This design comes from an exercise in tuning for small area and few clock cycles per item on the open sky130 flow, not from production work. Function was checked by simulation only, so behaviour that the tests miss may differ from the original. The clock port is modelled as an ideal driver; clocking choices that lean on that would not hold on a real chip. Power is estimated from default activity; no workload was simulated.

--- design/flow/config.mk ---
export PLATFORM = sky130hd
export DESIGN_NAME = phase1_top
export DESIGN_NICKNAME = phase1_top
export VERILOG_FILES = /design/flow/design.v
export SDC_FILE = /design/flow/constraint.sdc
export NUM_CORES = 4
export LEC_CHECK = 0
export CAP_MARGIN = 20
export CORE_MARGIN = 2
export CORE_UTILIZATION = 60
export CTS_BUF_LIST = sky130_fd_sc_hd__clkbuf_4
export SETUP_SLACK_MARGIN = 0.2
export SLEW_MARGIN = 20
export SYNTH_HIERARCHICAL = 1
--- design/flow/constraint.sdc ---
create_clock -name core_clock -period 8.0 [get_ports {clk}]
set_input_delay 1.6000 -clock core_clock [delete_from_list [all_inputs] [get_ports {clk}]]
set_output_delay 1.6000 -clock core_clock [all_outputs]
set_load 0.01 [all_outputs]
--- design/flow/flow/run.sh ---
#!/bin/bash
# Layout flow: the standard flow (standard.sh: unchanged synthesis and
# steps) with two changes: the port buffers are sky130_fd_sc_hd__buf_2
# instead of the cell buffer_ports picks by default, and clock tree
# synthesis inserts no dummy loads and clusters up to 10 sinks per buffer. ORFS writes each tool's output to
# orfs/logs; make's own output goes to flow.log here.
set -euo pipefail
export BUFFER_PORTS_ARGS="-buffer_cell sky130_fd_sc_hd__buf_2"
export CTS_ARGS="-sink_clustering_enable -repair_clock_nets -buf_list sky130_fd_sc_hd__clkbuf_4 -sink_clustering_size 10 -sink_clustering_max_diameter 60 -dont_use_dummy_load"
bash standard.sh finish > flow.log 2>&1
--- design/flow/design.v ---
module MUX16 (in0, in1, select, out);
    input[15:0] in0;
    input[15:0] in1;
    input select;
    output reg[15:0] out;
    always @(in0 or in1 or select)
        begin
        case(select)
        0 : out = in0;
        1 : out = in1;
        default: out = in0;
        endcase
        end
endmodule
module MUX4 (in0, in1, select, out);
    input[3:0] in0;
    input[3:0] in1;
    input select;
    output reg[3:0] out;
    always @(in0 or in1 or select)
        begin
        case(select)
        0 : out = in0;
        1 : out = in1;
        default: out = in0;
        endcase
        end
endmodule
module MUX16_3_input (in0, in1, in2, select, out);
    input[15:0] in0;
    input[15:0] in1;
    input [15:0] in2;
    input [1:0] select;
    output reg[15:0] out;
    always @(in0 or in1 or in2 or select)
        begin
        case(select)
        2'b00 : out = in0;
        2'b01 : out = in1;
        2'b10 : out = in2;
        default: out = in0;
        endcase
        end
endmodule
module adder( pc_add, imm, shiftout);
  input [15:0] pc_add;
  input [15:0] imm;
  output [15:0] shiftout;
  assign shiftout = pc_add + imm;
endmodule
module sign_ext_4_16(
  imm_4, imm_16);
  input [3:0] imm_4;
  output[15:0] imm_16;
  assign imm_16 = {{12{imm_4[3]}}, imm_4};
endmodule  
module sign_ext_8_16(
  imm_8, imm_16);
  input [7:0] imm_8;
  output[15:0] imm_16;
  assign imm_16 = {{8{imm_8[7]}}, imm_8};
endmodule  
module sign_ext_12_16(
  imm_12, imm_16);
  input [11:0] imm_12;
  output[15:0] imm_16;
  assign imm_16 = {{4{imm_12[11]}}, imm_12};
endmodule  
module control(
    opcode,
    dmem_wen,
    rf_wen,
    alu_op,
    alusrc,
    regdest,
    branch,
    mem2reg,
    lhb_llb_con1,
    s5,
    s6,
    s7,
    jal,
    jr,
    exec, 
    lw
  );
 input[3:0] opcode;
 output reg dmem_wen;
 output reg rf_wen;
 output reg[2:0] alu_op;
 output reg alusrc;
 output reg regdest;
 output reg branch;
 output reg mem2reg;
 output reg lhb_llb_con1;
 output reg s5;
 output reg s6;
 output reg s7;
 output reg jal;
 output reg jr;
 output reg exec;
 output reg lw; 
always @ (*)
begin
  dmem_wen=1;
  rf_wen=0;
  alu_op=3'b000;
  alusrc=0;
  regdest=1;
  branch=0;
  mem2reg=0;
  lhb_llb_con1 = 0;
  s5 = 0;
  s6 = 1;
  s7 = 0;
  jal = 0;
  jr = 0;
  exec = 0;
  lw = 0;
  if ( (opcode==4'b0000) || (opcode==4'b0001) || (opcode==4'b0010) || (opcode==4'b0011) )
  begin
    dmem_wen=1;
    rf_wen=1;
    alu_op=opcode[2:0];
    alusrc=0;
    regdest=1;
    branch=0;
    mem2reg=0;
    lhb_llb_con1 = 0;
    s5 = 0;
    s6 = 1;
    s7 = 0; 
    jal = 0; 
    jr = 0;
    exec = 0;
    lw=0;
  end
  if ( (opcode==4'b0100) || (opcode==4'b0101) || (opcode==4'b0110) || (opcode==4'b0111) )
  begin
    dmem_wen=1;
    rf_wen=1;
    alu_op=opcode[2:0];
    alusrc=1;
    regdest=1;
    branch=0;
    mem2reg=0;
    lhb_llb_con1 = 0;
    s5 = 0;
    s6 = 1;
    s7 = 0;
    jal=0;
    jr = 0;
    exec = 0;
    lw=0;
  end
  if (opcode==4'b1000)
  begin
    dmem_wen=1;
    rf_wen=1;
    alu_op=3'b000;
    alusrc=1;
    regdest=1;
    branch=0;
    mem2reg=1;
    lhb_llb_con1 = 0;
    s5 = 0;
    s6 = 1;
    s7 = 0;
    jal=0;
    jr = 0;
    exec =0;
    lw=1;
  end
  if (opcode==4'b1001)
  begin
    dmem_wen=0;
    rf_wen=0;
    alu_op=3'b000;
    alusrc=1;
    regdest=0;
    branch=0;
    lhb_llb_con1 = 1;
    s5 = 0;
    s6 = 1;
    jal=0;
    jr = 0;
    exec = 0;
    lw=0;
    mem2reg=0;
  end
  if((opcode == 4'b1010)) 
  begin
    dmem_wen = 1;
    alu_op = 3'b010;
    rf_wen = 1;
    regdest = 1;
    branch = 0;
    lhb_llb_con1 = 1;
    mem2reg=0;
    alusrc = 0;
    s5 = 1;
    s6 = 0;
    s7 = 0;
    jal=0;
    jr = 0;
    exec = 0;
    lw=0;
  end
  if(opcode == 4'b1011)
  begin
    dmem_wen = 1;
    rf_wen = 1;
    regdest = 1;
    mem2reg=0;
    s7 = 1;
    branch = 0;
    jal=0;
    jr = 0;
    exec = 0;
    lw=0;
  end 
  if(opcode == 4'b1101)
  begin
    dmem_wen=1;
    rf_wen=1;
    alu_op=3'b000;  
    branch=0;
    jal = 1;
    mem2reg=0;
    lhb_llb_con1 = 0;
    s5 = 0;
    s6 = 1;
    s7 = 0;
    jr = 0;
    exec = 0;
    lw=0;
  end
  if(opcode == 4'b1110)
  begin
    dmem_wen = 1;
    rf_wen = 0;
    branch = 0;
    lhb_llb_con1 = 1;
    mem2reg=0;
    jal = 0;
    s5 = 0;
    s6 = 1;
    s7 = 0;
    jr = 1;
    exec = 0;
    lw=0;
  end
  if(opcode == 4'b1111)
  begin
    dmem_wen = 1;
    rf_wen = 0;
    branch = 0;
    mem2reg=0;
    lhb_llb_con1 = 1;
    jal = 0;
    s5 = 0;
    s6 = 1;
    s7 = 0;
    jr = 0;
    exec = 1;
    lw=0;
  end
  if((opcode == 4'b1100))
  begin
    s7 = 0;
    dmem_wen=1;
    rf_wen=0;
    branch=1;
    jal=0;
    jr = 0;
    mem2reg=0;
  end
end
endmodule
module dp_mux2i(input a, input b, input s, output y);
  assign y = ~(s ? b : a);
endmodule
module dp_mux2(input a, input b, input s, output y);
  assign y = s ? b : a;
endmodule
module alu_shift(
  input         en,       
  input  [1:0]  op,       
  input  [3:0]  k,
  input  [15:0] a,
  output [15:0] rot,
  output [15:0] sk,
  output [15:0] sfn
);
  wire        right = op[0] ^ op[1];          
  wire        rl    = op[0] & op[1];
  wire [3:1]  m     = k[3:1] ^ {3{right}};
  wire        sel0  = ~right & ~k[0];
  wire        sel1  = k[0];
  wire        sel2  = right & ~k[0];
  wire [15:0] s1, s2, s3;
  genvar i;
  generate for (i = 0; i < 16; i = i + 1) begin : st
    c_aoi222  m1(.a1(sel0), .a2(a[i]), .b1(sel1), .b2(a[(i+15)%16]), .c1(sel2), .c2(a[(i+14)%16]),
                 .y(s1[i]));                                                
    dp_mux2i  m2(.a(s1[i]), .b(s1[(i+14)%16]), .s(m[1]), .y(s2[i]));        
    dp_mux2i  m3(.a(s2[i]), .b(s2[(i+12)%16]), .s(m[2]), .y(s3[i]));        
    dp_mux2i  m4(.a(s3[i]), .b(s3[(i+8)%16]),  .s(m[3]), .y(rot[i]));       
  end endgenerate
  wire [15:0] lo;
  dp_therm th(.force1(rl), .k(k), .lo(lo));
  wire el = en & ~right;
  wire er = en & right;
  wire ef = en & op[1] & ~op[0] & a[15];
  generate for (i = 0; i < 16; i = i + 1) begin : mk
    dp_ao2  u(.s1(el), .d1(lo[i]), .s2(er), .d2(lo[15-i]), .y(sk[i]));
    dp_ornot f(.a(lo[15-i]), .b(ef), .y(sfn[i]));
  end endgenerate
endmodule
module dp_therm(input force1, input [3:0] k, output [15:0] lo);
  assign lo = {16{force1}} | (16'hFFFF << k);
endmodule
module dp_ao2(input s1, d1, s2, d2, output y);
  assign y = (s1 & d1) | (s2 & d2);
endmodule
module dp_ornot(input a, b, output y);
  assign y = a | ~b;
endmodule
module c_aoi222(input a1, a2, b1, b2, c1, c2, output y);
  assign y = ~((a1 & a2) | (b1 & b2) | (c1 & c2));
endmodule
module c_aoi21(input a1, a2, b, output y);
  assign y = ~((a1 & a2) | b);
endmodule
module c_nand2(input a, b, output y);
  assign y = ~(a & b);
endmodule
module c_nand3(input a, b, c, output y);
  assign y = ~(a & b & c);
endmodule
module c_nand4(input a, b, c, d, output y);
  assign y = ~(a & b & c & d);
endmodule
module c_nand5(input a, b, c, d, e, output y);
  assign y = ~(a & b & c & d & e);
endmodule
module c_nand6(input a, b, c, d, e, f, output y);
  assign y = ~(a & b & c & d & e & f);
endmodule
module c_inv(input a, output y);
  assign y = ~a;
endmodule
module dp_ao7(input s1, d1, s2, d2, s3, d3, s4, d4, s5, d5, s6, d6, s7, d7, output y);
  wire n1, n2, n3;
  c_aoi222 u1(.a1(s1), .a2(d1), .b1(s2), .b2(d2), .c1(s3), .c2(d3), .y(n1));
  c_aoi222 u2(.a1(s4), .a2(d4), .b1(s5), .b2(d5), .c1(s6), .c2(d6), .y(n2));
  c_nand2  u3(.a(s7), .b(d7), .y(n3));
  c_nand3  o(.a(n1), .b(n2), .c(n3), .y(y));
endmodule
module dp_ao8(input s1, d1, s2, d2, s3, d3, s4, d4, s5, d5, s6, d6, s7, d7, s8n, output y);
  wire n1, n2, n3;
  c_aoi222 u1(.a1(s1), .a2(d1), .b1(s2), .b2(d2), .c1(s3), .c2(d3), .y(n1));
  c_aoi222 u2(.a1(s4), .a2(d4), .b1(s5), .b2(d5), .c1(s6), .c2(d6), .y(n2));
  c_nand2  u3(.a(s7), .b(d7), .y(n3));
  c_nand4  o(.a(n1), .b(n2), .c(n3), .d(s8n), .y(y));
endmodule
module dp_ao4(input s1, d1, s2, d2, s3, d3, s4, d4, output y);
  wire n1, n2;
  c_aoi222 u1(.a1(s1), .a2(d1), .b1(s2), .b2(d2), .c1(s3), .c2(d3), .y(n1));
  c_nand2  u2(.a(s4), .b(d4), .y(n2));
  c_nand2  o(.a(n1), .b(n2), .y(y));
endmodule
module dp_ao3(input s1, d1, s2, d2, s3, d3, output y);
  wire n1;
  c_aoi222 u1(.a1(s1), .a2(d1), .b1(s2), .b2(d2), .c1(s3), .c2(d3), .y(n1));
  c_inv    o(.a(n1), .y(y));
endmodule
module dp_gp(input a, b, output g, p);
  assign g = a & b;
  assign p = a ^ b;
endmodule
module dp_pfx(input gh, ph, gl, pl, output g, p);
  assign g = gh | (ph & gl);
  assign p = ph & pl;
endmodule
module dp_xor(input a, b, output y);
  assign y = a ^ b;
endmodule
module dp_add(input [15:0] a, input [15:0] b, input cin,
              output [15:0] s, output [15:0] g, output [15:0] p);
  genvar i, l;
  generate for (i = 0; i < 16; i = i + 1) begin : gp
    dp_gp u(.a(a[i]), .b(b[i]), .g(g[i]), .p(p[i]));
  end endgenerate
  wire [15:0] G [0:4];
  wire [15:0] P [0:4];
  dp_a21o c0(.a1(p[0]), .a2(cin), .b(g[0]), .y(G[0][0]));
  assign P[0][0] = 1'b0;                       
  generate for (i = 1; i < 16; i = i + 1) begin : l0
    assign G[0][i] = g[i];
    assign P[0][i] = p[i];
  end endgenerate
  generate for (l = 0; l < 4; l = l + 1) begin : lv
    for (i = 0; i < 16; i = i + 1) begin : n
      if (i & (1 << l)) begin : c
        localparam integer J = ((i >> l) << l) - 1;
        if (J < (1 << l)) begin : grey            
          dp_a21o u(.a1(P[l][i]), .a2(G[l][J]), .b(G[l][i]), .y(G[l+1][i]));
          assign P[l+1][i] = 1'b0;
        end else begin : black
          dp_pfx u(.gh(G[l][i]), .ph(P[l][i]), .gl(G[l][J]), .pl(P[l][J]),
                   .g(G[l+1][i]), .p(P[l+1][i]));
        end
      end else begin : w
        assign G[l+1][i] = G[l][i];
        assign P[l+1][i] = P[l][i];
      end
    end
  end endgenerate
  dp_xor x0(.a(p[0]), .b(cin), .y(s[0]));
  generate for (i = 1; i < 16; i = i + 1) begin : sm
    dp_xor x(.a(p[i]), .b(G[4][i-1]), .y(s[i]));
  end endgenerate
endmodule
module dp_ha(input a, b, output s, c);
  assign s = a ^ b;
  assign c = a & b;
endmodule
module dp_inc(input [15:0] a, output [15:0] y);
  wire [3:0] gc;                        
  assign gc[0] = 1'b1;
  assign gc[1] = &a[3:0];
  assign gc[2] = gc[1] & (&a[7:4]);
  assign gc[3] = gc[2] & (&a[11:8]);
  genvar g, i;
  generate for (g = 0; g < 4; g = g + 1) begin : grp
    wire [4:0] c;
    assign c[0] = gc[g];
    for (i = 0; i < 4; i = i + 1) begin : b
      dp_ha h(.a(a[4*g+i]), .b(c[i]), .s(y[4*g+i]), .c(c[i+1]));
    end
  end endgenerate
endmodule
module dp_wdec(input rst, input wen, input [3:0] waddr, output [15:1] we);
  wire [3:0] hi, lo;
  genvar k;
  generate for (k = 0; k < 4; k = k + 1) begin : pd
    assign hi[k] = wen & (waddr[3:2] == k);
    assign lo[k] = waddr[1:0] == k;
  end endgenerate
  generate for (k = 1; k < 16; k = k + 1) begin : d
    dp_a21o u(.a1(hi[k/4]), .a2(lo[k%4]), .b(rst), .y(we[k]));
  end endgenerate
endmodule
module dp_a21o(input a1, a2, b, output y);
  assign y = (a1 & a2) | b;
endmodule
module rf_bit(input [15:1] s, input [15:1] r, output y);
  wire [4:0] n;
  genvar g;
  generate for (g = 0; g < 5; g = g + 1) begin : grp
    c_aoi222 u(.a1(s[3*g+1]), .a2(r[3*g+1]), .b1(s[3*g+2]), .b2(r[3*g+2]),
               .c1(s[3*g+3]), .c2(r[3*g+3]), .y(n[g]));
  end endgenerate
  c_nand5 o(.a(n[0]), .b(n[1]), .c(n[2]), .d(n[3]), .e(n[4]), .y(y));
endmodule
module rf_bit_x(input [15:1] s, input [15:1] r, input xs, input x, output y);
  wire [5:0] n;
  genvar g;
  generate for (g = 0; g < 5; g = g + 1) begin : grp
    c_aoi222 u(.a1(s[3*g+1]), .a2(r[3*g+1]), .b1(s[3*g+2]), .b2(r[3*g+2]),
               .c1(s[3*g+3]), .c2(r[3*g+3]), .y(n[g]));
  end endgenerate
  c_nand2 x5(.a(xs), .b(x), .y(n[5]));
  c_nand6 o(.a(n[0]), .b(n[1]), .c(n[2]), .d(n[3]), .e(n[4]), .f(n[5]), .y(y));
endmodule
module rf_read(
  input  [3:0]  addr,
  input  [15:0] r1, r2, r3, r4, r5, r6, r7, r8, r9, r10, r11, r12, r13, r14, r15,
  output [15:0] q
);
  wire [15:1] s;
  genvar g, b;
  generate for (g = 1; g < 16; g = g + 1) begin : dec
    assign s[g] = addr == g;
  end endgenerate
  wire [16*15-1:0] all = {r15, r14, r13, r12, r11, r10, r9, r8, r7, r6, r5, r4, r3, r2, r1};
  generate for (b = 0; b < 16; b = b + 1) begin : bits
    wire [15:1] col;
    for (g = 1; g < 16; g = g + 1) begin : c
      assign col[g] = all[16*(g-1) + b];
    end
    rf_bit u(.s(s), .r(col), .y(q[b]));
  end endgenerate
endmodule
module rf_read_x(
  input         en,
  input  [3:0]  addr,
  input         xs,
  input  [15:0] x,
  input  [15:0] r1, r2, r3, r4, r5, r6, r7, r8, r9, r10, r11, r12, r13, r14, r15,
  output [15:0] q
);
  wire [15:1] s;
  genvar g, b;
  generate for (g = 1; g < 16; g = g + 1) begin : dec
    assign s[g] = en & (addr == g);
  end endgenerate
  wire [16*15-1:0] all = {r15, r14, r13, r12, r11, r10, r9, r8, r7, r6, r5, r4, r3, r2, r1};
  generate for (b = 0; b < 16; b = b + 1) begin : bits
    wire [15:1] col;
    for (g = 1; g < 16; g = g + 1) begin : c
      assign col[g] = all[16*(g-1) + b];
    end
    rf_bit_x u(.s(s), .r(col), .xs(xs), .x(x[b]), .y(q[b]));
  end endgenerate
endmodule
module phase1_top(
    input clk,
    input rst,
    output [15:0] imem_addr,
    input  [15:0] imem_rdata,
    output [15:0] dmem_addr,
    output [15:0] dmem_wdata,
    output        dmem_we,
    input  [15:0] dmem_rdata
);
reg  [15:0] pc;     
reg         xm;     
reg         boot;   
reg         pend;   
reg         lwb;    
reg  [3:0]  pr;
reg  [15:0] lb;
reg         fz, fv, fn;
reg  [15:0] R [1:15];
wire [15:0] ir = imem_rdata;
wire [3:0]  op = ir[15:12];
wire [3:0]  ra = ir[11:8];
wire [3:0]  rb = ir[7:4];
wire [3:0]  rc = ir[3:0];
wire is_alu = ~op[3];
wire is_lw  = op == 4'b1000;
wire is_sw  = op == 4'b1001;
wire is_lhb = op == 4'b1010;
wire is_llb = op == 4'b1011;
wire is_br  = op == 4'b1100;
wire is_jal = op == 4'b1101;
wire is_jr  = op == 4'b1110;
wire is_ex  = op == 4'b1111;
wire is_rel = is_br | is_jal;              
wire is_as  = ~op[3] & ~op[2] & ~op[1];    
wire sub    = op == 4'b0001;
wire [3:0]  addr_b = (op[3] | op[2]) ? ra : rc;
wire use_a = is_alu | is_lw | is_sw;
wire use_b = (~op[3] & ~op[2]) | is_sw | is_lhb | ((is_jr | is_ex) & ~xm);
wire hazard = pend & ((use_a & (rb == pr)) | (use_b & (addr_b == pr)) | (is_ex & ~xm));
wire hold   = boot | hazard;
wire exe    = ~hold;                       
wire ctl    = exe & ~xm;                   
wire [15:0] pc_inc;
dp_inc INC(.a(pc), .y(pc_inc));
wire [15:0] rda, rdb;
rf_read_x RA(.en(~is_rel), .addr(rb), .xs(is_rel), .x(pc),
           .r1(R[1]), .r2(R[2]), .r3(R[3]), .r4(R[4]), .r5(R[5]),
           .r6(R[6]), .r7(R[7]), .r8(R[8]), .r9(R[9]), .r10(R[10]), .r11(R[11]),
           .r12(R[12]), .r13(R[13]), .r14(R[14]), .r15(R[15]), .q(rda));
rf_read RB(.addr(addr_b),
           .r1(R[1]), .r2(R[2]), .r3(R[3]), .r4(R[4]), .r5(R[5]),
           .r6(R[6]), .r7(R[7]), .r8(R[8]), .r9(R[9]), .r10(R[10]), .r11(R[11]),
           .r12(R[12]), .r13(R[13]), .r14(R[14]), .r15(R[15]), .q(rdb));
wire s_sh   = ~op[3] & op[2];            
wire [15:0] imm = is_jal ? {{4{ir[11]}}, ir[11:0]} :
                  is_br  ? {{8{ir[7]}}, ir[7:0]} : {{12{rc[3]}}, rc};
wire [15:0] add_b = op[3] ? imm : (rdb ^ {16{sub}});
wire [15:0] sum, g, p;
dp_add ADD(.a(rda), .b(add_b), .cin(sub | is_rel), .s(sum), .g(g), .p(p));
wire [15:0] rot, sk, sfn;
alu_shift SH(.en(s_sh), .op(op[1:0]), .k(rc), .a(rda), .rot(rot), .sk(sk), .sfn(sfn));
wire s_sum  = is_as;
wire s_g    = op[3:1] == 3'b001;           
wire s_p    = op == 4'b0011;
wire s_lo   = is_lhb;                       
wire s_llb_lo = is_llb;                     
wire s_lhb_hi = is_lhb;                     
wire s_sx   = is_llb;                       
wire s_link = is_jal;
wire [15:0] res;
genvar gi;
generate for (gi = 0; gi < 16; gi = gi + 1) begin : rs
  if (gi < 8) begin : lo
    dp_ao8 u(.s1(s_sum), .d1(sum[gi]), .s2(s_g), .d2(g[gi]), .s3(s_p), .d3(p[gi]),
             .s4(sk[gi]), .d4(rot[gi]), .s5(s_lo), .d5(rdb[gi]), .s6(s_llb_lo), .d6(ir[gi]),
             .s7(s_link), .d7(pc_inc[gi]), .s8n(sfn[gi]), .y(res[gi]));
  end else begin : hi
    dp_ao8 u(.s1(s_sum), .d1(sum[gi]), .s2(s_g), .d2(g[gi]), .s3(s_p), .d3(p[gi]),
             .s4(sk[gi]), .d4(rot[gi]), .s5(s_lhb_hi), .d5(ir[gi-8]), .s6(s_sx), .d6(ir[7]),
             .s7(s_link), .d7(pc_inc[gi]), .s8n(sfn[gi]), .y(res[gi]));
  end
end endgenerate
wire v_new = is_as & (rda[15] == add_b[15]) & (sum[15] != rda[15]);
wire z_new = res == 16'h0000;
wire n_new = (is_as & ~v_new) ? sum[15] : fn;
reg cond;
always @(*) begin
  case (ra)
    4'd0: cond = fz;
    4'd1: cond = ~fz;
    4'd2: cond = ~fz & ~fn;
    4'd3: cond = fn;
    4'd4: cond = fz | ~fn;
    4'd5: cond = fn | fz;
    4'd6: cond = fv;
    4'd7: cond = 1'b1;
    default: cond = 1'b0;
  endcase
end
wire taken  = ctl & ((is_br & cond) | is_jal);
wire to_reg = ctl & (is_jr | is_ex);
wire n_hold = hold;
wire n_reg  = to_reg;
wire n_tk   = taken;
wire n_inc  = exe & ~to_reg & ~taken;
wire [15:0] npc;
generate for (gi = 0; gi < 16; gi = gi + 1) begin : np
  dp_ao4 u(.s1(n_hold), .d1(pc[gi]), .s2(n_reg), .d2(rdb[gi]), .s3(n_inc), .d3(pc_inc[gi]),
           .s4(n_tk), .d4(sum[gi]), .y(npc[gi]));      
end endgenerate
assign imem_addr = npc;
wire        iwen  = exe & (is_alu | is_lhb | is_llb | (is_jal & ~xm));
wire [3:0]  iwa   = (is_jal & ~xm) ? 4'd15 : ra;
wire        pwr   = pend & ~iwen;          
wire        wen   = iwen | pwr;
wire [3:0]  waddr = pwr ? pr : iwa;
wire        w_res = ~rst & ~pwr;
wire        w_dm  = ~rst & pwr & lwb;
wire        w_lb  = ~rst & pwr & ~lwb;
wire [15:0] wd;
generate for (gi = 0; gi < 16; gi = gi + 1) begin : wb
  dp_ao3 u(.s1(w_res), .d1(res[gi]), .s2(w_dm), .d2(dmem_rdata[gi]), .s3(w_lb), .d3(lb[gi]),
           .y(wd[gi]));
end endgenerate
wire [15:1] wek;
dp_wdec WDEC(.rst(rst), .wen(wen), .waddr(waddr), .we(wek));
integer k;
always @(posedge clk) begin
  for (k = 1; k < 16; k = k + 1)
    if (wek[k]) R[k] <= wd;
end
wire lw_go = exe & is_lw & (ra != 4'd0);
always @(posedge clk) begin
  if (rst) begin
    pc   <= 16'h0000;
    xm   <= 1'b0;
    boot <= 1'b1;
    pend <= 1'b0;
    fz   <= 1'b0;
    fv   <= 1'b0;
    fn   <= 1'b0;
  end else begin
    if (!(ctl & is_ex)) pc <= npc;
    if (exe) xm <= ~xm & is_ex;
    boot <= 1'b0;
    pend <= lw_go | (pend & iwen & (iwa != pr));
    if (exe & is_alu) begin
      fz <= z_new;
      fv <= v_new;
      fn <= n_new;
    end
  end
  lwb <= lw_go;
  if (lw_go) pr <= ra;
  if (lwb) lb <= dmem_rdata;
end
assign dmem_addr  = sum;
assign dmem_wdata = rdb;
assign dmem_we    = ~rst & exe & is_sw;
endmodule
--- design/flow/standard.sh ---
#!/bin/bash
# synth_recipe.tcl (not shown) runs the flow's synth.tcl, then flattens the netlist and writes it again
# the make line also repeats each setting of config.mk as NAME=value (left out here)
make -C /OpenROAD-flow-scripts/flow DESIGN_CONFIG=/design/flow/config.mk WORK_HOME=/design/flow/orfs CLKGATE_MAP_FILE= SYNTH_SCRIPT=/design/flow/synth_recipe.tcl "${@:-finish}"
==> results of run 1 <==
registers in the layout (all words and copies together), names as in the netlist:
name,count
lwb,1
pend,1
xm,1
fv,1
pc,16
fn,1
lb,16
pr,4
fz,1
R,240
boot,1
layer usage:
layer  vias to the layer above  track usage [%]
met1                      6660            55.16
met4                         4            20.08
met5                         -                0
met2                      1256            61.44
met3                       206            10.64
li1                       5756                -
what timing repair did:
action / in CTS / in global routing
setup buffers: 4 / 10
pin swaps: 0 / 13
hold buffers: 0 / 0
resized for setup: 3 / 29
setup endpoints to repair: 9 / 20
Yosys cell counts (3+ instances only):
cell type | count | share of area (%)
and3b_1 | 3 | 0.17
and4bb_1 | 6 | 0.48
and2_1 | 19 | 0.76
ha_1 | 33 | 2.6
inv_1 | 29 | 0.70
nor2_1 | 29 | 0.70
and4_1 | 17 | 0.95
buf_2 | 7 | 0.22
a222oi_1 | 241 | 15
nand3_1 | 35 | 1.1
or2_2 | 5 | 0.20
a22o_1 | 16 | 0.90
nor4_1 | 5 | 0.20
nor4b_4 | 4 | 0.61
mux2i_1 | 56 | 3.6
nand2b_1 | 28 | 1.1
and4b_1 | 5 | 0.32
buf_6 | 8 | 0.58
nor3_2 | 3 | 0.19
xnor2_1 | 15 | 0.84
a21o_1 | 48 | 2.3
edfxtp_1 | 260 | 50
o31ai_1 | 3 | 0.14
nand4_1 | 19 | 0.76
nor2b_1 | 8 | 0.32
nor3_1 | 8 | 0.26
o21ai_0 | 24 | 0.77
or3_1 | 5 | 0.20
a21oi_1 | 29 | 0.93
xor2_1 | 26 | 1.5
clkbuf_1 | 15 | 0.36
nand2_1 | 116 | 2.8
a211oi_1 | 6 | 0.29
and3_1 | 17 | 0.68
buf_4 | 24 | 1.2
o21a_1 | 5 | 0.24
dfxtp_1 | 23 | 3.0
nor3b_1 | 11 | 0.53
worst max-delay path, cell delays in order:
cell      delay [ns]
buf_2           0.23
buf_4           0.37
nand2_2         0.21
nand3b_1        0.40
nor2_4          0.17
buf_4           0.21
a222oi_1        0.56
and4_1          0.28
nand3_1         0.28
ha_4            0.37
and2_1          0.15
a21o_1          0.25
a21o_2          0.29
a21o_1          0.19
xor2_1          0.27
nand2_1         0.10
nand2_1         0.09
buf_2           0.13
power by group through the flow:
stage / registers, uW / clock network [uW] / logic [uW]
2_1_floorplan: 1870 / 0 / 620
3_3_place_gp: 1900 / 0 / 1020
3_5_place_dp: 1900 / 0 / 1030
4_1_cts: 1870 / 673 / 1030
5_1_grt: 1880 / 726 / 1160
6_report: 1870 / 675 / 1100
worst min path at each step:
stage / start / to / slack (ns)
after floorplan: fv$_SDFFE_PP0P_ / fv$_SDFFE_PP0P_ / 0.45
after global placement: fv$_SDFFE_PP0P_ / fv$_SDFFE_PP0P_ / 0.47
after detailed placement: fv$_SDFFE_PP0P_ / fv$_SDFFE_PP0P_ / 0.47
after CTS: fv$_SDFFE_PP0P_ / fv$_SDFFE_PP0P_ / 0.49
after global routing: fv$_SDFFE_PP0P_ / fv$_SDFFE_PP0P_ / 0.55
final: fv$_SDFFE_PP0P_ / fv$_SDFFE_PP0P_ / 0.50
kinds of logic after synthesis:
group                    Yosys count  synth area share, %
multiplexers                      57                3.664
buffers and inverters             84                3.039
flip-flops                       283                52.98
AO/OA/AOI/OAI                    391                22.15
other                              2              0.04813
AND/OR/NAND/NOR                  356                13.17
XOR/XNOR                          41                2.301
adder cells (fa/ha/maj)           33                2.646
final cells by class:
type                       count  area share, %
antenna                        4        0.05738
clock buffer                  36          1.549
inverter                      29         0.6240
multi-input combinational    880          40.69
sequential                   283          47.39
tap                          335          2.403
timing repair buffer         188          7.287
per-module statistics from Yosys, one instance, submodules excluded, a selection:
module | cells inside | flops+latches
phase1_top | 548 | 283
c_aoi222 | 1 | 0
c_nand2 | 1 | 0
dp_mux2i | 1 | 0
dp_pfx | 2 | 0
c_nand4 | 1 | 0
dp_ornot | 1 | 0
dp_a21o | 1 | 0
dp_ha | 1 | 0
dp_xor | 1 | 0
dp_therm | 25 | 0
rf_read_x | 22 | 0
dp_wdec | 8 | 0
stage by stage:
stage                     area [um^2]  hold WS (ns)  power (uW)  setup WS, ns  instances
after floorplan                 15610        0.4496        2492        0.7678       1247
after global placement          16840        0.4675        2915        0.1937       1700
after detailed placement        16850        0.4694        2929        0.1205       1701
after CTS                       17170        0.4934        3574        0.2145       1741
after global routing            17440        0.5451        3767        0.1329       1753
final                           17450        0.4964        3654        0.2315       1755
==> impl_results.md, run 1 <==
* Final wirelength at 56820 um
* Vias at 13880
* Area of the multi-input gates at 0.007098 mm^2
* Critical Path End Type: primary output
* Comb pwr share at ~30%
* Share of cells above drive strength 1 at between 20% and 30%
* Vias in the first global route at 12260
* Reg-to-Reg End: R[7][15]$_DFFE_PP_
* Vias per cell at around 7.9
* Period minus WS final at 7.768 ns
* Longest Clk Path Bufs at 3
* Hold path depth at 2
* Initial Util at 60.57%
* Avg Inst Size Synth at 12.51 um^2
* Final worst path period share at 97.11%
* Uppermost layer routed: met5
* Total gr overflow at 0
* Critical Path RT at roughly 6.4 ns
* Status: finished clean
* First-pass GRT wire length at 80590 um
* CP Launch Type: input port
* Clock share of power at 18.5%
* DRT met1 WL at 20420 um
* Max FO, Critical Path at 31
* Net Count, Synth at 1314
* Routed wl met3 at 7973 um
* Post-synthesis cell area at between 0.015 and 0.02 mm^2
* Initial antenna violation count at 4
* Setup crit end: imem_addr[11]
* CTS clk-pin slew, worst paths at 0.10 ns
* CTS buffer count at 36
* P_sw at 1252 uW
* All-Layer GR Usage at 40.81%
* Maxcap violations at 0
* Share of power burned in registers at 51.3%
* LEAKAGE at 0.006836 uW
* Remaining DRCs at 0
* Nets at 1485
* Arrival time of the worst setup path at slightly above 6 ns
* Layout Utilization at 67.71%
* Internal at approximately 2400 uW
* EDFF count, synth at 260
* Post-route ant nets at 0
* Hpwl dp at about 42000 um
* Final Max Tran Viols at 0
* Commonest non-fill, non-tap cell in the layout: edfxtp_1
* Die footprint at 0.02731 mm^2
* Die Span X at about 170 um
* Clock sinks at 283
* Pwr dens at 209.5 mW/mm^2
* HP Class: reg2reg
* Worst-skew pair later-pin latency at just under 0.7 ns
* WL/cell at between 30 and 40 um
* Switch share at 34.26%
* Normalized max-slew margin at 25.62%
* Worst r2r src: R[10][8]$_DFFE_PP_
* Final clock skew at slightly above 0.08 ns
* Peak supply drop at around 0.18 mV
* FP Rows at 59
* Synth Flop Type: edfxtp_1
* Pre-antenna DRT Iters at 11
* R2r setup slk at between 2 and 3 ns
* DRT iter0 DRCs at 3414
* Final hold viol count at 0
* GPL Wtd Cong at 1.082
* Most frequent cells in the layout: edfxtp_1, a222oi_1, nand2_1, buf_4, buf_2
* Post-synth cell types at 66
* FF+latch area at 0.008268 mm^2
* CTS tree: done
* Setup TNS at 0 ns
* Synth async-reset ratio at 0%
* Critical path type: in2out
* PortBufs at 82
* Filler cell count at 1962
* R2R cell count at 18
* Largest net degree at the start of global routing at 32
* Final Setup Violations at 0
* Synthesis Warnings at 10
* Mapped Cells at 1247
* CP Launch Point: imem_rdata[15]
* Root Driver: clkbuf_4
* Max Fclk at 128.7 MHz
* H-tree depth at 2
* Die Y at between 150 and 200 um
* Layout area overhead at 11.79%
* Worst-Margin Slew at 1.111 ns
* Routed wl met2 at 25070 um
* Synth Register Bits at 283
* Core area at 0.02576 mm^2
* RSZ-0062 raised after global routing: no
* Io pins at 83
* Register area share after synthesis at between 50% and 60%
Testbench counts, summed over its fixed seeds: cycles 10,347, instructions 10,191.
==> run 2: changes to the inputs <==
==> design/flow/flow/run.sh (replaced) <==
#!/bin/bash
# Layout flow: the standard flow (standard.sh: unchanged synthesis and
# steps) with three changes: the port buffers are sky130_fd_sc_hd__buf_2
# instead of the cell buffer_ports picks by default, clock tree synthesis
# inserts no dummy loads, and after clock tree synthesis cells on paths
# with slack to spare are downsized (recover.tcl). ORFS writes each tool's
# output to orfs/logs; make's own output goes to flow.log here.
set -euo pipefail
here=$(cd "$(dirname "$0")" && pwd)
export BUFFER_PORTS_ARGS="-buffer_cell sky130_fd_sc_hd__buf_2"
export CTS_ARGS="-sink_clustering_enable -repair_clock_nets -buf_list sky130_fd_sc_hd__clkbuf_4 -dont_use_dummy_load"
export POST_CTS_TCL="$here/recover.tcl"
bash standard.sh finish > flow.log 2>&1
==> design/flow/flow/recover.tcl (new file) <==
# After clock tree synthesis and its timing repair: downsize cells on paths
# with slack to spare, then legalize the placement again.
repair_timing -recover_power 100 -setup_margin 0.2 -verbose
detailed_placement
check_placement -verbose
==> run 2 against run 1 <==
Against the previous run: first-iteration DRC count decreased by 4.3%; sequential power about the same; worst setup slack got worse by 0.037 ns; area after synthesis unchanged; design area increased by 0.57%; clock skew increased by 0.063 ns; via count increased by 2.8%; critical path depth increased by 1; largest cell class unchanged.
==> impl_results.md, run 2 <==
* Vias at 14270 (+2.8%)
* Critical Path End Type: primary output
* R2r setup slk at 2.09 ns (-0.74 ns)
* Count leader, synth: edfxtp_1
* Share of cells above drive strength 1 at 16.91% (-3.1 points)
* Biggest register: R
* Synth Register Bits at 283 (unchanged)
* Synth async-reset ratio at 0% (unchanged)
* Vias per cell at 7.947 (+0.46%)
* Status: finished clean
* Max Fclk at 128.1 MHz (-0.47%)
* Pwr dens at 222.0 mW/mm^2 (+6.0%)
* EDFF count, synth at 260 (unchanged)
* Max reg flops at 240 (unchanged)
* First-pass GRT wire length at 80800 um (+0.26%)
* Maxcap violations at 0 (unchanged)
* Final instance area at 0.01755 mm^2 (+0.57%)
* Mapped Cells at 1247 (unchanged)
* R2R cell count at 18 (unchanged)
* Die Span X at 165.3 um (unchanged)
* RSZ-0062 raised after global routing: no
* Die Y at 165.3 um (unchanged)
* Initial Util at 60.57% (unchanged)
* Final Setup Violations at 0 (unchanged)
* HP Class: reg2reg
* Worst-Margin Slew at 1.144 ns (+0.03330 ns)
* Clock sinks at 283 (unchanged)
* Die footprint at 0.02731 mm^2 (unchanged)
* PortBufs at 82 (unchanged)
* Final clock skew at 0.1450 ns (+0.06320 ns)
* Commonest non-fill, non-tap cell in the layout: edfxtp_1
* Largest net degree at the start of global routing at 32 (unchanged)
* Pre-antenna DRT Iters at 12 (+1)
* Final worst path period share at 97.57% (+0.46 points)
* Core area at 0.02576 mm^2 (unchanged)
* Synth top area cells: edfxtp_1, a222oi_1, mux2i_1
* Synth Flop Type: edfxtp_1
* Reg-to-Reg End: R[15][14]$_DFFE_PP_
* Synthesis Warnings at 10 (unchanged)
* Post-route ant nets at 0 (unchanged)
* Arrival time of the worst setup path at 6.21 ns (+0.04 ns)
* Peak supply drop at 0.1687 mV (-5.7%)
* CP Launch Type: input port
* Io pins at 83 (unchanged)
* Share of power burned in registers at 48.2% (-3.1 points)
* Final Max Tran Viols at 0 (unchanged)
* Comb pwr share at 27.5% (-2.7 points)
* Filler cell count at 1982 (+1.0%)
* Area of the multi-input gates at 0.007089 mm^2 (-0.12%)
* Initial antenna violation count at 2 (-2)
* Setup TNS at 0 ns (unchanged)
* Total gr overflow at 0 (unchanged)
* Final wirelength at 57310 um (+0.85%)
* DRT iter0 DRCs at 3266 (-4.3%)
* Critical Path RT at 6.40 ns (about the same)
* Net Count, Synth at 1314 (unchanged)
* Internal at 2583 uW (+7.5%)
* Switch share at 33.68% (-0.58 points)
* FF+latch area at 0.008268 mm^2 (unchanged)
* Final hold viol count at 0 (unchanged)
* Hpwl dp at 41510 um (unchanged)
* All-Layer GR Usage at 40.97% (+0.16 points)
* Setup crit end: imem_addr[9]
* Vias in the first global route at 12610 (+2.9%)
* Register area share after synthesis at 52.98% (unchanged)
* WL/cell at 31.91 um (-1.4%)
* Critical path type: in2out
* Normalized max-slew margin at 23.39% (-2.2 points)
* Avg Inst Size Synth at 12.51 um^2 (unchanged)
* Total power at 3895 uW (+6.6%)
* Period minus WS final at 7.805 ns (+0.03700 ns)
* Nets at 1524 (+2.6%)
* Clock share of power at 24.3% (+5.8 points)
* CP Launch Point: imem_rdata[14]
* Post-synth cell types at 66 (unchanged)
* Cell taking the most area after synthesis: edfxtp_1
* Worst-skew pair later-pin latency at 0.73 ns (+0.05 ns)
* LEAKAGE at 0.006753 uW (-1.2%)
* Post-DP Area at 0.01685 mm^2 (unchanged)
* Largest regs: R (240), lb (16), pc (16)
* Worst r2r src: R[10][5]$_DFFE_PP_
* FP Rows at 59 (unchanged)
* Proportion of netlist area held by the largest area contributor at 50.03% (unchanged)
* Layout area overhead at 12.44%
* Top cells by count, synth: edfxtp_1, a222oi_1, nand2_1, mux2i_1, a21o_1
* Remaining DRCs at 0 (unchanged)
* Post-synthesis cell area at 0.01560 mm^2 (unchanged)
* Max FO, Critical Path at 12 (-61%)
* CTS tree: done
* P_sw at 1312 uW (+4.8%)
* CTS clk-pin slew, worst paths at 0.06 ns (-0.04 ns)
* GPL Wtd Cong at 1.082 (unchanged)
* Most frequent cells in the layout: edfxtp_1, a222oi_1, nand2_1, clkbuf_4, buf_4
-- run 2: cell counts after synthesis --
Identical to the previous run, type by type.
-- run 2: cells by family (layout without fill, tap and decap cells) --
family                   count (synthesis)  after routing  synth area share [%]
multiplexers                            57             57                 3.664
other                                    2              8               0.04813
flip-flops                             283            283                 52.98
buffers and inverters                   84            292                 3.039
AND/OR/NAND/NOR                        356            356                 13.17
adder cells (fa/ha/maj)                 33             33                 2.646
AO/OA/AOI/OAI                          391            391                 22.15
XOR/XNOR                                41             41                 2.301
-- run 2: worst max-delay path: stages --
cell	delay, ns
clkbuf_4	0.22
buf_4	0.22
nor2b_1	0.22
nand2_2	0.18
nand3b_1	0.39
nor2_4	0.16
buf_4	0.20
a222oi_1	0.54
and4_1	0.28
nand3_1	0.28
ha_4	0.37
and2_1	0.15
a21o_1	0.25
a21o_2	0.29
a21o_1	0.19
xor2_1	0.29
nand2_1	0.09
nand2_1	0.10
buf_2	0.15
-- run 2: per-layer routing --
metal	wire, um	track usage, %
met1	20660	54.39
met2	25110	61.14
met3	8087	11.96
met4	3450	21.58
met5	0	0
-- run 2: layout make-up --
cell class	count	area share, %
antenna	6	0.08557
clock buffer	74	3.166
timing repair buffer	189	6.211
tap	335	2.389
multi-input combinational	880	40.41
inverter	29	0.6204
sequential	283	47.12
-- run 2: per-module statistics from Yosys (local to each module, per instance), a selection --
module | area [um^2] | cells inside | flops+latches | copies in the design
phase1_top | 9832 | 548 | 283 | 1
rf_read | 264.0 | 19 | 0 | 1
dp_add | 165.2 | 22 | 0 | 1
c_nand6 | 13.76 | 2 | 0 | 16
dp_pfx | 13.76 | 2 | 0 | 14
dp_ha | 12.51 | 1 | 0 | 16
dp_gp | 12.51 | 1 | 0 | 16
c_nand5 | 11.26 | 2 | 0 | 16
dp_xor | 8.758 | 1 | 0 | 16
dp_ao2 | 8.758 | 1 | 0 | 16
dp_a21o | 7.507 | 1 | 0 | 30
dp_ornot | 6.256 | 1 | 0 | 16
c_nand4 | 6.256 | 1 | 0 | 16
-- run 2: worst min path at each step --
stage                     from              end  slack (ns)  depth (start not counted)
2_1_floorplan  fv$_SDFFE_PP0P_  fv$_SDFFE_PP0P_        0.45                          2
3_3_place_gp   fv$_SDFFE_PP0P_  fv$_SDFFE_PP0P_        0.47                          2
3_5_place_dp   fv$_SDFFE_PP0P_  fv$_SDFFE_PP0P_        0.47                          2
5_1_grt        fv$_SDFFE_PP0P_  fv$_SDFFE_PP0P_        0.54                          2
6_report       fv$_SDFFE_PP0P_  fv$_SDFFE_PP0P_        0.49                          2
-- run 2: power by group through the flow --
stage / logic (uW) / clock network, uW / registers (uW)
2_1_floorplan: 620 / 0 / 1870
3_3_place_gp: 1020 / 0 / 1900
3_5_place_dp: 1030 / 0 / 1900
5_1_grt: 1120 / 1020 / 1890
6_report: 1070 / 946 / 1880
-- run 2: metrics by stage --
| step | setup slack [ns] | cells | hold WS (ns) | util, % |
|---|---|---|---|---|
| 6_report | 0.1945 | 1796 | 0.4900 | 68.10 |
| 2_1_floorplan | 0.7678 | 1247 | 0.4496 | - |
| 3_5_place_dp | 0.1205 | 1701 | 0.4694 | 65.39 |
| 5_1_grt | 0.1318 | 1792 | 0.5384 | 68.06 |
| 3_3_place_gp | 0.1937 | 1700 | 0.4675 | 65.36 |
==> run 3: changes to the inputs <==
--- a/design/flow/design.v
+++ b/design/flow/design.v
@@ -364,6 +364,14 @@
   c_nand2  u3(.a(s7), .b(d7), .y(n3));
   c_nand4  o(.a(n1), .b(n2), .c(n3), .d(s8n), .y(y));
 endmodule
+module dp_ao10(input s1, d1, s2, d2, s3, d3, s4, d4, s5, d5, s6, d6, s7, d7, s8, d8, s9, d9,
+               input s10n, output y);
+  wire n1, n2, n3;
+  c_aoi222 u1(.a1(s1), .a2(d1), .b1(s2), .b2(d2), .c1(s3), .c2(d3), .y(n1));
+  c_aoi222 u2(.a1(s4), .a2(d4), .b1(s5), .b2(d5), .c1(s6), .c2(d6), .y(n2));
+  c_aoi222 u3(.a1(s7), .a2(d7), .b1(s8), .b2(d8), .c1(s9), .c2(d9), .y(n3));
+  c_nand4  o(.a(n1), .b(n2), .c(n3), .d(s10n), .y(y));
+endmodule
 module dp_ao4(input s1, d1, s2, d2, s3, d3, s4, d4, output y);
   wire n1, n2;
   c_aoi222 u1(.a1(s1), .a2(d1), .b1(s2), .b2(d2), .c1(s3), .c2(d3), .y(n1));
@@ -558,6 +566,14 @@
 wire hold   = boot | hazard;
 wire exe    = ~hold;                       
 wire ctl    = exe & ~xm;                   
+wire        iwen  = exe & (is_alu | is_lhb | is_llb | (is_jal & ~xm));
+wire [3:0]  iwa   = (is_jal & ~xm) ? 4'd15 : ra;
+wire        pwr   = pend & ~iwen;          
+wire        wen   = iwen | pwr;
+wire [3:0]  waddr = pwr ? pr : iwa;
+wire        w_res = ~rst & ~pwr;
+wire        w_dm  = ~rst & pwr & lwb;
+wire        w_lb  = ~rst & pwr & ~lwb;
 wire [15:0] pc_inc;
 dp_inc INC(.a(pc), .y(pc_inc));
 wire [15:0] rda, rdb;
@@ -576,26 +592,28 @@
 wire [15:0] sum, g, p;
 dp_add ADD(.a(rda), .b(add_b), .cin(sub | is_rel), .s(sum), .g(g), .p(p));
 wire [15:0] rot, sk, sfn;
-alu_shift SH(.en(s_sh), .op(op[1:0]), .k(rc), .a(rda), .rot(rot), .sk(sk), .sfn(sfn));
-wire s_sum  = is_as;
-wire s_g    = op[3:1] == 3'b001;           
-wire s_p    = op == 4'b0011;
-wire s_lo   = is_lhb;                       
-wire s_llb_lo = is_llb;                     
-wire s_lhb_hi = is_lhb;                     
-wire s_sx   = is_llb;                       
-wire s_link = is_jal;
+alu_shift SH(.en(w_res & s_sh), .op(op[1:0]), .k(rc), .a(rda), .rot(rot), .sk(sk), .sfn(sfn));
+wire s_sum  = w_res & is_as;
+wire s_g    = w_res & (op[3:1] == 3'b001);    
+wire s_p    = w_res & (op == 4'b0011);
+wire s_lo   = w_res & is_lhb;                 
+wire s_llb_lo = w_res & is_llb;               
+wire s_lhb_hi = w_res & is_lhb;               
+wire s_sx   = w_res & is_llb;                 
+wire s_link = w_res & is_jal;
 wire [15:0] res;
 genvar gi;
 generate for (gi = 0; gi < 16; gi = gi + 1) begin : rs
   if (gi < 8) begin : lo
-    dp_ao8 u(.s1(s_sum), .d1(sum[gi]), .s2(s_g), .d2(g[gi]), .s3(s_p), .d3(p[gi]),
-             .s4(sk[gi]), .d4(rot[gi]), .s5(s_lo), .d5(rdb[gi]), .s6(s_llb_lo), .d6(ir[gi]),
-             .s7(s_link), .d7(pc_inc[gi]), .s8n(sfn[gi]), .y(res[gi]));
+    dp_ao10 u(.s1(s_sum), .d1(sum[gi]), .s2(s_g), .d2(g[gi]), .s3(s_p), .d3(p[gi]),
+              .s4(sk[gi]), .d4(rot[gi]), .s5(s_lo), .d5(rdb[gi]), .s6(s_llb_lo), .d6(ir[gi]),
+              .s7(s_link), .d7(pc_inc[gi]), .s8(w_dm), .d8(dmem_rdata[gi]), .s9(w_lb), .d9(lb[gi]),
+              .s10n(sfn[gi]), .y(res[gi]));
   end else begin : hi
-    dp_ao8 u(.s1(s_sum), .d1(sum[gi]), .s2(s_g), .d2(g[gi]), .s3(s_p), .d3(p[gi]),
-             .s4(sk[gi]), .d4(rot[gi]), .s5(s_lhb_hi), .d5(ir[gi-8]), .s6(s_sx), .d6(ir[7]),
-             .s7(s_link), .d7(pc_inc[gi]), .s8n(sfn[gi]), .y(res[gi]));
+    dp_ao10 u(.s1(s_sum), .d1(sum[gi]), .s2(s_g), .d2(g[gi]), .s3(s_p), .d3(p[gi]),
+              .s4(sk[gi]), .d4(rot[gi]), .s5(s_lhb_hi), .d5(ir[gi-8]), .s6(s_sx), .d6(ir[7]),
+              .s7(s_link), .d7(pc_inc[gi]), .s8(w_dm), .d8(dmem_rdata[gi]), .s9(w_lb), .d9(lb[gi]),
+              .s10n(sfn[gi]), .y(res[gi]));
   end
 end endgenerate
 wire v_new = is_as & (rda[15] == add_b[15]) & (sum[15] != rda[15]);
@@ -627,19 +645,7 @@
            .s4(n_tk), .d4(sum[gi]), .y(npc[gi]));      
 end endgenerate
 assign imem_addr = npc;
-wire        iwen  = exe & (is_alu | is_lhb | is_llb | (is_jal & ~xm));
-wire [3:0]  iwa   = (is_jal & ~xm) ? 4'd15 : ra;
-wire        pwr   = pend & ~iwen;          
-wire        wen   = iwen | pwr;
-wire [3:0]  waddr = pwr ? pr : iwa;
-wire        w_res = ~rst & ~pwr;
-wire        w_dm  = ~rst & pwr & lwb;
-wire        w_lb  = ~rst & pwr & ~lwb;
-wire [15:0] wd;
-generate for (gi = 0; gi < 16; gi = gi + 1) begin : wb
-  dp_ao3 u(.s1(w_res), .d1(res[gi]), .s2(w_dm), .d2(dmem_rdata[gi]), .s3(w_lb), .d3(lb[gi]),
-           .y(wd[gi]));
-end endgenerate
+wire [15:0] wd = res;
 wire [15:1] wek;
 dp_wdec WDEC(.rst(rst), .wen(wen), .waddr(waddr), .we(wek));
 integer k;
==> design/flow/flow/run.sh (replaced) <==
#!/bin/bash
# Layout flow: the standard flow (standard.sh: unchanged synthesis and
# steps) with three changes: the port buffers are sky130_fd_sc_hd__buf_2
# instead of the cell buffer_ports picks by default, clock tree synthesis
# inserts no dummy loads and puts at most 8 flip-flops on a leaf buffer, and after clock tree synthesis cells on paths
# with slack to spare are downsized (recover.tcl). ORFS writes each tool's
# output to orfs/logs; make's own output goes to flow.log here.
set -euo pipefail
here=$(cd "$(dirname "$0")" && pwd)
export BUFFER_PORTS_ARGS="-buffer_cell sky130_fd_sc_hd__buf_2"
export CTS_ARGS="-sink_clustering_enable -repair_clock_nets -buf_list sky130_fd_sc_hd__clkbuf_4 -sink_clustering_size 8 -sink_clustering_max_diameter 50 -dont_use_dummy_load"
export POST_CTS_TCL="$here/recover.tcl"
bash standard.sh finish > flow.log 2>&1
==> run 3 against run 2 <==
Against the previous run: synthesized cell count fell by 2.1%; design area fell by 0.35%; die area fell by 0.44%; sequential power barely moved; wire length rose by 3.3%; flip-flop and latch count did not move; via count fell by 0.97%; register-to-register slack improved by 0.45 ns; utilization rose by 0.93 points; largest cell class unchanged; largest power group unchanged; highest routed layer is now met5.
==> impl_results.md, run 3 <==
* Filler cell count at 1903 (-4.0%)
* DRT iter0 DRCs at 3401 (+4.1%)
* Synth Area in Simple Gates at 13.15% (about the same)
* Top cells by count, synth: edfxtp_1, a222oi_1, nand2_1, mux2i_1, a21o_1
* Max Fclk at 127.5 MHz (-0.51%)
* Share of cells above drive strength 1 at 18.21% (+1.3 points)
* Critical Path RT at 6.40 ns (about the same)
* Total gr overflow at 0 (unchanged)
* Most frequent cells in the layout: edfxtp_1, a222oi_1, nand2_1, buf_4, clkbuf_1
* EDFF count, synth at 260 (unchanged)
* Mux contribution to synthesized area at 3.544% (-0.12 points)
* Remaining DRCs at 0 (unchanged)
* Max reg flops at 240 (unchanged)
* Final clock skew at 0.06406 ns (-0.08090 ns)
* Post-Synth Adder-Cell Area at 2.658% (+0.012 points)
* Normalized max-slew margin at 23.96% (+0.57 points)
* FF+latch area at 0.008268 mm^2 (unchanged)
* Maxcap violations at 0 (unchanged)
* Hpwl dp at 42540 um (+2.5%)
* WL/cell at 33.65 um (+5.5%)
* Die Y at 164.9 um (-0.22%)
* Max FO, Critical Path at 16 (+4)
* Register area share after synthesis at 53.22% (+0.24 points)
* HP Class: reg2reg
* CTS clk-pin slew, worst paths at 0.09 ns (+0.03 ns)
* Io pins at 83 (unchanged)
* Synth async-reset ratio at 0% (unchanged)
* Peak supply drop at 0.1624 mV (-3.7%)
* Final instance area at 0.01748 mm^2 (-0.35%)
* Post-route ant nets at 0 (unchanged)
* Vias at 14130 (-0.97%)
* Proportion of netlist area held by the largest area contributor at 50.26% (+0.23 points)
* Setup TNS at 0 ns (unchanged)
* All-Layer GR Usage at 42.57% (+1.6 points)
* Core area at 0.02533 mm^2 (-1.7%)
* Synth Flop Type: edfxtp_1
* Largest net degree at the start of global routing at 47 (+47%)
* Final hold viol count at 0 (unchanged)
* Commonest non-fill, non-tap cell in the layout: edfxtp_1
* Initial antenna violation count at 2 (unchanged)
* Die footprint at 0.02720 mm^2 (-0.44%)
* Synth Area in Compound Gates at 22.29% (+0.13 points)
* Area of the multi-input gates at 0.007124 mm^2 (+0.49%)
* Arrival time of the worst setup path at 6.25 ns (+0.04 ns)
* Biggest register: R
* Vias in the first global route at 12740 (+1.0%)
* Status: finished clean
* Mapped Cells at 1221 (-2.1%)
* Period minus WS final at 7.845 ns (+0.03964 ns)
* Final Setup Violations at 0 (unchanged)
* CP Launch Type: input port
* Worst-Margin Slew at 1.140 ns (-0.003822 ns)
* GPL Wtd Cong at 1.037 (-4.2%)
* Net Count, Synth at 1288 (-2.0%)
* CTS tree: done
* Largest family of logic cells by synthesized area: compound AO/OA/AOI/OAI gates
* Clock sinks at 283 (unchanged)
* Pwr dens at 216.7 mW/mm^2 (-2.4%)
* Synth top area cells: edfxtp_1, a222oi_1, mux2i_1
* Cell taking the most area after synthesis: edfxtp_1
* R2R cell count at 14 (-4)
* Post-DP Area at 0.01696 mm^2 (+0.69%)
* Final Max Tran Viols at 0 (unchanged)
* Xor and xnor area share after synthesis at 2.312% (+0.010 points)
* Largest regs: R (240), lb (16), pc (16)
* Critical path type: in2out
* PortBufs at 82 (unchanged)
* Count leader, synth: edfxtp_1
* Nets at 1497 (-1.8%)
* Initial Util at 61.34% (+0.77 points)
* Hold path depth at 2 (unchanged)
* Final worst path period share at 98.06% (+0.50 points)
* Avg Inst Size Synth at 12.72 um^2 (+1.7%)
* Pre-antenna DRT Iters at 11 (-1)
* First-pass GRT wire length at 82320 um (+1.9%)
* Pre-CTS setup slack at -0.1736 ns (-0.2941 ns)
* Synthesis Warnings at 10 (unchanged)
* R2r setup slk at 2.54 ns (+0.45 ns)
* FP Rows at 58 (-1.7%)
* Critical Path End Type: primary output
* Die Span X at 164.9 um (-0.22%)
* Final wirelength at 59220 um (+3.3%)
* Final worst slack at 0.1549 ns (-0.03964 ns)
* Worst-skew pair later-pin latency at 0.72 ns (about the same)
* Vias per cell at 8.031 (+1.1%)
* Post-synthesis cell area at 0.01553 mm^2 (-0.45%)
* Synth Register Bits at 283 (unchanged)
* Layout area overhead at 12.55%
* RSZ-0062 raised after global routing: yes
* LEAKAGE at 0.006570 uW (-2.7%)
* Post-synth cell types at 67 (+1.5%)
[run 3: layout make-up]
class,count,share of cell area (%)
clock buffer,43,1.846
multi-input combinational,871,40.75
antenna,2,0.02862
inverter,11,0.2362
tap,330,2.362
sequential,283,47.29
timing repair buffer,220,7.492
[run 3: power by group]
| group | total (uW) | leakage, uW | switching [uW] | internal (uW) |
|---|---|---|---|---|
| Combinational | 1180 | 0.00353 | 765 | 414 |
| Sequential | 1890 | 0.00284 | 83.2 | 1810 |
| Clock | 720 | 0.000198 | 474 | 246 |
| Total | 3790 | 0.00657 | 1320 | 2470 |
[run 3: routing by layer]
layer  global-route usage, %  routed length [um]  up-vias
li1                        -                   -     5781
met1                   54.62               19730     6660
met2                   65.58               25800     1425
met3                   9.091                8658      266
met4                   27.98                5025        2
met5                       0                  13        -
[run 3: Yosys stat by module, one instance, submodules excluded, a selection]
module,times used,flops+latches,cells inside,cell area (um^2)
dp_wdec,1,0,8,62.56
rf_read_x,1,0,22,105.1
dp_ornot,16,0,1,6.256
dp_pfx,14,0,2,13.76
c_nand5,16,0,2,11.26
c_nand6,16,0,2,13.76
c_nand4,16,0,1,6.256
c_aoi222,240,0,1,10.01
dp_therm,1,0,25,165.2
dp_ao2,16,0,1,8.758
dp_a21o,30,0,1,7.507
dp_gp,16,0,1,12.51
dp_add,1,0,22,165.2
dp_inc,1,0,7,46.29
dp_ha,16,0,1,12.51
dp_xor,16,0,1,8.758
[run 3: stage by stage]
step / hold WS, ns / std cells / power [uW] / util, %
2_1_floorplan: 0.4618 / 1221 / 2492 / -
3_3_place_gp: 0.4824 / 1697 / 3002 / 66.89
3_5_place_dp: 0.5000 / 1698 / 3019 / 66.98
5_1_grt: 0.5295 / 1759 / 3891 / 69.02
6_report: 0.5117 / 1760 / 3788 / 69.03
[run 3: worst max-delay path: stages]
cell and delay (ns):
buf_2 0.22, buf_4 0.23, nor2b_1 0.27, nand2_2 0.19, nand3b_1 0.38, nor2_2 0.26, a222oi_1 0.59, and4_1 0.37
nand3_1 0.24, ha_1 0.39, and2_1 0.17, a21o_1 0.20, clkbuf_1 0.16, a21o_1 0.18, xor2_1 0.42, nand2_1 0.10
nand2_1 0.11, clkbuf_1 0.17
[run 3: path summary, 6_finish.rpt]
path / startpoint / endpoint
max: imem_rdata[14] / imem_addr[5]
min: fv$_SDFFE_PP0P_ / fv$_SDFFE_PP0P_
max reg2reg: pr[2]$_DFFE_PP_ / fz$_SDFFE_PP0P_
min reg2reg: fv$_SDFFE_PP0P_ / fv$_SDFFE_PP0P_
[run 3: kinds of logic (layout without fill, tap and decap cells)]
family,count (synthesis),in the layout
multiplexers,55,55
XOR/XNOR,41,41
AO/OA/AOI/OAI,392,392
adder cells (fa/ha/maj),33,33
flip-flops,283,283
buffers and inverters,68,274
other,2,4
AND/OR/NAND/NOR,347,348
Testbench counts of run 3, summed over its fixed seeds: cycles 10,347, instructions 10,191.
==> run 4: changes to the inputs <==
--- a/design/flow/design.v
+++ b/design/flow/design.v
@@ -535,7 +535,6 @@
 );
 reg  [15:0] pc;     
 reg         xm;     
-reg         boot;   
 reg         pend;   
 reg         lwb;    
 reg  [3:0]  pr;
@@ -563,7 +562,7 @@
 wire use_a = is_alu | is_lw | is_sw;
 wire use_b = (~op[3] & ~op[2]) | is_sw | is_lhb | ((is_jr | is_ex) & ~xm);
 wire hazard = pend & ((use_a & (rb == pr)) | (use_b & (addr_b == pr)) | (is_ex & ~xm));
-wire hold   = boot | hazard;
+wire hold   = hazard;
 wire exe    = ~hold;                       
 wire ctl    = exe & ~xm;                   
 wire        iwen  = exe & (is_alu | is_lhb | is_llb | (is_jal & ~xm));
@@ -635,10 +634,10 @@
 end
 wire taken  = ctl & ((is_br & cond) | is_jal);
 wire to_reg = ctl & (is_jr | is_ex);
-wire n_hold = hold;
-wire n_reg  = to_reg;
-wire n_tk   = taken;
-wire n_inc  = exe & ~to_reg & ~taken;
+wire n_hold = ~rst & hold;
+wire n_reg  = ~rst & to_reg;
+wire n_tk   = ~rst & taken;
+wire n_inc  = ~rst & exe & ~to_reg & ~taken;
 wire [15:0] npc;
 generate for (gi = 0; gi < 16; gi = gi + 1) begin : np
   dp_ao4 u(.s1(n_hold), .d1(pc[gi]), .s2(n_reg), .d2(rdb[gi]), .s3(n_inc), .d3(pc_inc[gi]),
@@ -658,7 +657,6 @@
   if (rst) begin
     pc   <= 16'h0000;
     xm   <= 1'b0;
-    boot <= 1'b1;
     pend <= 1'b0;
     fz   <= 1'b0;
     fv   <= 1'b0;
@@ -666,7 +664,6 @@
   end else begin
     if (!(ctl & is_ex)) pc <= npc;
     if (exe) xm <= ~xm & is_ex;
-    boot <= 1'b0;
     pend <= lw_go | (pend & iwen & (iwa != pr));
     if (exe & is_alu) begin
       fz <= z_new;
==> run 4 against run 3 <==
Against the previous run: worst setup slack better by 0.17 ns; clock-buffer cell count unchanged; critical path depth up 1; non-clock buffer count down 45; design area down 3.1%; cell count down 2.8%; clock power up 0.6%; area after synthesis about the same; synthesized cell count down 0.16%; die area about the same; clock skew up 0.013 ns; critical endpoint is now imem_addr[14]; highest routed layer unchanged.
==> impl_results.md, run 4 <==
* Vias per cell at 7.932 (-1.2%)
* Remaining DRCs at 0 (unchanged)
* First-pass GRT wire length at 78870 um (-4.2%)
* PortBufs at 82 (unchanged)
* Critical path type: in2out
* Register area share after synthesis at 53.11% (-0.11 points)
* Max Fclk at 130.3 MHz (+2.2%)
* Status: finished clean
* Final Setup Violations at 0 (unchanged)
* Post-Synth Adder-Cell Area at 2.659% (about the same)
* Largest family of logic cells by synthesized area: compound AO/OA/AOI/OAI gates
* Synthesis Warnings at 10 (unchanged)
* FP Rows at 58 (unchanged)
* Final wirelength at 54620 um (-7.8%)
* Final worst path period share at 95.93% (-2.1 points)
* Final instance area at 0.01694 mm^2 (-3.1%)
* Critical Path End Type: primary output
* Critical Path RT at 6.40 ns (about the same)
* Synth Area in Simple Gates at 13.50% (+0.34 points)
* Synth top area cells: edfxtp_1, a222oi_1, mux2i_1
* Share of cells above drive strength 1 at 13.99% (-4.2 points)
* Die Y at 164.9 um (about the same)
* DRT iter0 DRCs at 3376 (-0.74%)
* HP Class: reg2reg
* Pre-CTS setup slack at 0.2985 ns (+0.4721 ns)
* Final clock skew at 0.07698 ns (+0.01292 ns)
* GPL Wtd Cong at 1.009 (-2.7%)
* Total gr overflow at 0 (unchanged)
* Post-route ant nets at 0 (unchanged)
* Largest net degree at the start of global routing at 52 (+11%)
* Max FO, Critical Path at 19 (+3)
* Post-DP Area at 0.01668 mm^2 (-1.7%)
* Mux contribution to synthesized area at 3.610% (+0.066 points)
* Die Span X at 164.9 um (about the same)
* Clock sinks at 282 (-0.35%)
* Worst-skew pair later-pin latency at 0.72 ns (about the same)
* Die footprint at 0.02718 mm^2 (about the same)
* Arrival time of the worst setup path at 6.07 ns (-0.18 ns)
* LEAKAGE at 0.006380 uW (-2.9%)
* Initial antenna violation count at 4 (+2)
* Final Max Tran Viols at 0 (unchanged)
* Final hold viol count at 0 (unchanged)
* Filler cell count at 1976 (+3.8%)
* Nets at 1449 (-3.2%)
* Post-synth cell types at 69 (+3.0%)
* Synth async-reset ratio at 0% (unchanged)
* Pre-antenna DRT Iters at 22 (+11)
* Top cells by count, synth: edfxtp_1, a222oi_1, nand2_1, mux2i_1, a21o_1
* Core area at 0.02533 mm^2 (unchanged)
* Layout area overhead at 9.064%
* Pwr dens at 213.5 mW/mm^2 (-1.5%)
* Hpwl dp at 39840 um (-6.3%)
* Final worst slack at 0.3256 ns (+0.1708 ns)
* Synth Flop Type: edfxtp_1
* All-Layer GR Usage at 39.60% (-3.0 points)
* Vias in the first global route at 12590 (-1.2%)
* Maxcap violations at 0 (unchanged)
* WL/cell at 31.92 um (-5.1%)
* EDFF count, synth at 260 (unchanged)
* Net Count, Synth at 1286 (-0.16%)
* CTS tree: done
* Mapped Cells at 1219 (-0.16%)
* Io pins at 83 (unchanged)
* Count leader, synth: edfxtp_1
* Most frequent cells in the layout: edfxtp_1, a222oi_1, nand2_1, clkbuf_1, buf_4
* Final hold slack at 0.4875 ns (-0.02428 ns)
* Biggest register: R
* Xor and xnor area share after synthesis at 2.087% (-0.22 points)
* Synth Register Bits at 282 (-0.35%)
* Initial Util at 61.31% (about the same)
* Max reg flops at 240 (unchanged)
* Largest regs: R (240), lb (16), pc (16)
* Cell taking the most area after synthesis: edfxtp_1
* Post-synthesis cell area at 0.01553 mm^2 (about the same)
* CTS clk-pin slew, worst paths at 0.05 ns (-0.04 ns)
* CP Launch Type: input port
* RSZ-0062 raised after global routing: yes
* Worst-Margin Slew at 1.104 ns (-0.03597 ns)
* Period minus WS final at 7.674 ns (-0.1708 ns)
* Total power at 3616 uW (-4.5%)
* Peak supply drop at 0.1690 mV (+4.0%)
* Vias at 13570 (-4.0%)
* Setup TNS at 0 ns (unchanged)
* Normalized max-slew margin at 26.38% (+2.4 points)
* Proportion of netlist area held by the largest area contributor at 50.28% (about the same)
* Commonest non-fill, non-tap cell in the layout: edfxtp_1
* Avg Inst Size Synth at 12.74 um^2 (+0.12%)
* Synth Area in Compound Gates at 22.13% (-0.15 points)
[run 4: final timing paths]
path              depth (start not counted)             from         endpoint  slack, ns
setup / recovery                         19   imem_rdata[14]    imem_addr[14]       0.33
hold / removal                            2  fv$_SDFFE_PP0P_  fv$_SDFFE_PP0P_       0.49
setup reg to reg                         16  xm$_SDFFE_PP0N_  fz$_SDFFE_PP0P_       2.83
hold reg to reg                           2  fv$_SDFFE_PP0P_  fv$_SDFFE_PP0P_       0.49
[run 4: power by group]
group	total [uW]	switching [uW]	internal [uW]	leakage [uW]
logic	997	665	332	0.00334
clock network	724	478	246	0.000198
registers	1900	87.4	1810	0.00284
[run 4: area by class of cell]
class                           instances  area, um^2  area share, %
Antenna cell                            1       2.502        0.01478
Tap cell                              330       412.9          2.438
Multi-Input combinational cell        868        6963          41.11
Inverter                               12       45.04         0.2660
Timing Repair Buffer                  175       942.2          5.563
Sequential cell                       282        8248          48.70
Clock buffer                           43       322.8          1.906
[run 4: metal layers]
metal	vias up	share of wire [%]	track usage, %
met1	6549	38	53.98
li1	5694	-	-
met3	180	13	9.543
met4	6	4.2	14.82
met5	-	0.064	0
met2	1143	45	61.96
[run 4: cells by family after synthesis]
kind of cell	Yosys count
buf+inv	69
other cells	2
compound gates	386
fa+ha+maj	33
simple gates	354
flops	282
xor+xnor	37
mux	56
[run 4: critical path, cell delays in order]
cell and delay, ns:
buf_2 0.33, nor2b_4 0.22, nand2_1 0.17, nand3b_1 0.20, buf_4 0.16, nor2_1 0.16
buf_4 0.23, a222oi_1 0.45, and4_1 0.32, nand3_1 0.31, ha_1 0.48, a21o_1 0.22
a21o_1 0.25, a21o_1 0.21, a21o_1 0.16, xor2_1 0.27, nand2_1 0.09, nand2_1 0.09
buf_2 0.14
[run 4: per-module statistics from Yosys, one instance, submodules excluded, a selection]
module	times used	flip-flops and latches
dp_xor	16	0
c_aoi222	240	0
c_nand5	16	0
dp_gp	16	0
c_nand4	16	0
rf_read	1	0
dp_inc	1	0
dp_add	1	0
dp_a21o	30	0
alu_shift	1	0
dp_pfx	14	0
dp_mux2i	48	0
[run 4: through the flow]
step,instances,util (%)
2_1_floorplan,1219,-
3_3_place_gp,1659,65.84
3_5_place_dp,1659,65.84
5_1_grt,1711,66.87
6_report,1711,66.87
Testbench counts of run 4, summed over its fixed seeds: cycles 10,331, instructions 10,191.

-- re-timing with driven ports --
How much do the figures lean on ideal ports? The routed layouts below were timed once more, with nothing changed but the port constraints.
Step 1, drivers: a clkbuf_16 drives clk and a buf_2 each remaining input, both assumed.
Step 2 times the ports against the registers' clock, not the clock port: input delays grow and output delays shrink by t, the midpoint of the rising clock arrivals with the driver on.
Three values: ideal, step 1, step 2; two values: the first two.
run	t, ns	setup slack, ns
run 1	0.684	0.232 / 0.202 / 0.202
run 2	0.700	0.195 / 0.159 / -0.446
run 3	0.735	0.155 / 0.130 / 0.044
run 4	0.728	0.326 / 0.293 / 0.255
Met with ideal ports but missed after step 2: setup timing in run 2.
